From an optimization exercise on the open Yosys and OpenROAD flow, aimed at small area, a short achievable clock period and few clock cycles; shortcuts taken in it are not production practice. In this exercise RTL edits were held to simulation tests only and were not proved equivalent to the original.

==> flow/design.v (excerpt) <==
module scr1_pipe_ialu (
    input   logic                           clk,
    input   logic                           rst_n,
    input   logic                           exu2ialu_rvm_cmd_vd_i,
    output  logic                           ialu2exu_rvm_res_rdy_o,
    input   logic [32-1:0]          exu2ialu_main_op1_i,
    input   logic [32-1:0]          exu2ialu_main_op2_i,
    input   logic [SCR1_IALU_CMD_WIDTH_E-1:0] exu2ialu_cmd_i,
    output  logic [32-1:0]          ialu2exu_main_res_o,
    output  logic                           ialu2exu_cmp_res_o,
    input   logic [32-1:0]          exu2ialu_addr_op1_i,
    input   logic [32-1:0]          exu2ialu_addr_op2_i,
    output  logic [32-1:0]          ialu2exu_addr_res_o
);
logic [31:0] op1, op2;
logic [4:0]  cmd;
assign op1 = exu2ialu_main_op1_i;
assign op2 = exu2ialu_main_op2_i;
assign cmd = exu2ialu_cmd_i;
assign ialu2exu_addr_res_o = exu2ialu_addr_op1_i + exu2ialu_addr_op2_i;
logic        sum_sub;
logic [32:0] sum_res;
logic        ltu, lt, eq;
assign sum_sub = cmd[3] | cmd[1] | cmd[0];
assign sum_res = {1'b0, op1} + {1'b0, op2 ^ {32{sum_sub}}} + {32'd0, sum_sub};
assign ltu     = ~sum_res[32];
assign lt      = ltu ^ op1[31] ^ op2[31];
assign eq      = (op1 == op2);
logic        shft_left;
logic [31:0] shft_in, shft_out, shft_rev;
assign shft_left = ~cmd[1] & ~cmd[0];    
always_comb begin
    for (int i = 0; i < 32; i++) begin
        shft_rev[i] = op1[31-i];
    end
end
assign shft_in  = shft_left ? shft_rev : op1;
assign shft_out = 32'($signed({(cmd == SCR1_IALU_CMD_SRA) & op1[31], shft_in}) >>> op2[4:0]);
logic [31:0] shl_res, shr_res;
always_comb begin
    for (int i = 0; i < 32; i++) begin
        shl_res[i] = shft_out[31-i];
  ...
Size in the first run: ~5800 cells after synthesis, ~140 flip-flops, ~0.040 sq mm of cells after synthesis.
clock: 17.0 ns
lec_check: 0
abc_area: 1
cap_margin: 20
core_margin: 2
core_utilization: 55
slew_margin: 20
standard.sh (not shown) runs the stock make flow with config.mk's settings and CLKGATE_MAP_FILE= SYNTH_SCRIPT=/design/flow/synth_recipe.tcl, a recipe that flattens the netlist after the stock synthesis.
==> flow/flow/run.sh <==
#!/bin/bash
set -euo pipefail
PORTS="BUFFER_PORTS_ARGS=-buffer_cell sky130_fd_sc_hd__buf_4"
bash standard.sh SETUP_SLACK_MARGIN=6 "$PORTS" cts > standard_flow_cts.log 2>&1
bash standard.sh SETUP_SLACK_MARGIN=5 "$PORTS" finish > standard_flow_finish.log 2>&1
Testbench counts at the start, summed over its fixed seeds: cycles 20,636.
Next try:
==> flow/flow/run.sh (replaced) <==
#!/bin/bash
set -euo pipefail
bash standard.sh SETUP_SLACK_MARGIN=6 "BUFFER_PORTS_ARGS=-buffer_cell sky130_fd_sc_hd__buf_2" finish > standard_flow.log 2>&1
Synthesized cell count does not change.
Cell area increases slightly.
Via count decreases slightly.
Global-route usage decreases by 1.4 points.
Non-clock buffer count increases by 38.
Sequential cell count is unchanged.
Fmax increases by a few percent.
Final cell count increases slightly.
Clock-buffer cell count is unchanged.
Next try:
==> flow/flow/run.sh (replaced) <==
#!/bin/bash
set -euo pipefail
PORTS="BUFFER_PORTS_ARGS=-buffer_cell sky130_fd_sc_hd__buf_2"
bash standard.sh SETUP_SLACK_MARGIN=6 "$PORTS" cts > standard_flow_cts.log 2>&1
bash standard.sh SETUP_SLACK_MARGIN=0 "$PORTS" finish > standard_flow_finish.log 2>&1
Settings changed: CORE_UTILIZATION 55 to 62.
First-iteration DRC count increases by well over a third.
Global-route usage went up by 7.2 points.
Wire length grows slightly.
Setup slack is worse by 0.90 ns.
Critical path depth is higher by 17.
Final cell count shrinks by a few percent.
Sequential share of layout area went up by 0.25 points.
Next try:
==> flow/flow/run.sh (replaced) <==
#!/bin/bash
set -euo pipefail
bash standard.sh SETUP_SLACK_MARGIN=6 "BUFFER_PORTS_ARGS=-buffer_cell sky130_fd_sc_hd__buf_4" finish > standard_flow.log 2>&1
Settings changed: CORE_UTILIZATION 62 to 40.
- The new run completed with no timing, DRC or antenna violations
- register-to-register slack improves by 0.78 ns
- first-iteration DRC count decreases by 41%
- sequential cell count stays the same
- cell area goes up by 7.6%
- die area rose by 54%
- worst setup slack gains 0.96 ns
- hold slack gets better by 0.021 ns
- area after synthesis is unchanged
- synthesized cell count is unchanged
- global-route usage went down by 18 points

---

## run A
scr1_pipe_ialu again, from the RTL that the note above started with.
clock: 17.0 ns
lec_check: 0
abc_area: 1
cap_margin: 20
core_margin: 2
core_utilization: 55
slew_margin: 20
==> flow/flow/run.sh <==
#!/bin/bash
set -euo pipefail
PORTS="BUFFER_PORTS_ARGS=-buffer_cell sky130_fd_sc_hd__buf_4"
bash standard.sh SETUP_SLACK_MARGIN=6.5 "$PORTS" cts > standard_flow_cts.log 2>&1
bash standard.sh SETUP_SLACK_MARGIN=0 "$PORTS" finish > standard_flow_finish.log 2>&1
Run A closes out successfully: all stages finished, all timing, DRC and antenna checks passed.
Testbench counts of run A, summed over its fixed seeds: cycles 20,636.
Edits applied to the flow inputs when going from run A to run B:
==> flow/flow/run.sh <==
#!/bin/bash
set -euo pipefail
PORTS="BUFFER_PORTS_ARGS=-buffer_cell sky130_fd_sc_hd__buf_4"
bash standard.sh SETUP_SLACK_MARGIN=6 "$PORTS" cts > standard_flow_cts.log 2>&1
bash standard.sh SETUP_SLACK_MARGIN=0 "$PORTS" finish > standard_flow_finish.log 2>&1
==> summary.txt <==
- Of the two values seen for worst setup path startpoint, x_ff[7] was produced by run A and x_ff[26] by run B.
- Diff run B and run A: worst setup slack higher in run A
- Buffer share of cell area: lower on run B
- Run B vs. run A: global-route wire length before repair down 2.5%, sequential share of layout area saw an increase.
- Routed wire length went down by a few percent going from run A to run B.
- On clock network area share, run B and run A are neck and neck.
- Summary — routed via count, run B relative to run A: lower, by 1,063.
- met2 routed wirelength of run B falls short of that of run A slightly.
Setup changes, run B to run C
--- a/flow/flow/run.sh
+++ b/flow/flow/run.sh
@@ -2,3 +2,3 @@
 set -euo pipefail
-PORTS="BUFFER_PORTS_ARGS=-buffer_cell sky130_fd_sc_hd__buf_4"
+PORTS="BUFFER_PORTS_ARGS=-buffer_cell sky130_fd_sc_hd__buf_2"
 bash standard.sh SETUP_SLACK_MARGIN=6 "$PORTS" cts > standard_flow_cts.log 2>&1
--- outcome ---
- In the metrics for run C and run B, the one carrying the lower highest cell delay on the worst timing path is run C.
- Compared run C vs run B, and maximum frequency is down in run C.
- Comparing run B with run C, the initial core utilization came out essentially unchanged.
- Run C finished every stage and its layout cleared the timing, design-rule and antenna checks.
- Going from run B to run C, number of cells in the finished layout apart from fillers grows by 0.38%.
- Run C against run B; number of global-route vias before repair is down by a few percent.

-- separate check: timing with driven ports --
How much do the figures lean on ideal ports? The routed layouts below were timed once more, with nothing changed but the port constraints.
Step 1 assumes that a clkbuf_16 drives the clock port and a buf_2 every other input.
Step 2 moves the port delays by t, midway between the first and last clock arrival at a register: inputs arrive t later, outputs are due t later. That takes back most of the time a late clock gives input paths.
Slacks: ideal ports / drivers / drivers and shift; pairs: ideal ports / drivers.
run	t (ns)	slack for setup (ns)	worst setup path at the end	clock arrival spread, ns
the first run of note 1	0.520	5.604 / 5.541 / 5.208	input to register	0.012 / 0.012
the second run of note 1	0.550	5.915 / 5.897 / 5.897	input to output	0.014 / 0.014
the third run of note 1	0.530	5.018 / 4.925 / 5.455	register to output	0.016 / 0.016
the fourth run of note 1	0.526	5.982 / 5.948 / 5.948	input to output	0.021 / 0.021
run A	0.522	5.776 / 5.714 / 5.884	input to register	0.013 / 0.013
run B	0.520	5.604 / 5.541 / 5.208	input to register	0.012 / 0.012
run C	0.545	5.549 / 5.454 / 5.495	input to register	0.013 / 0.014
After both steps every run listed still meets setup and hold.
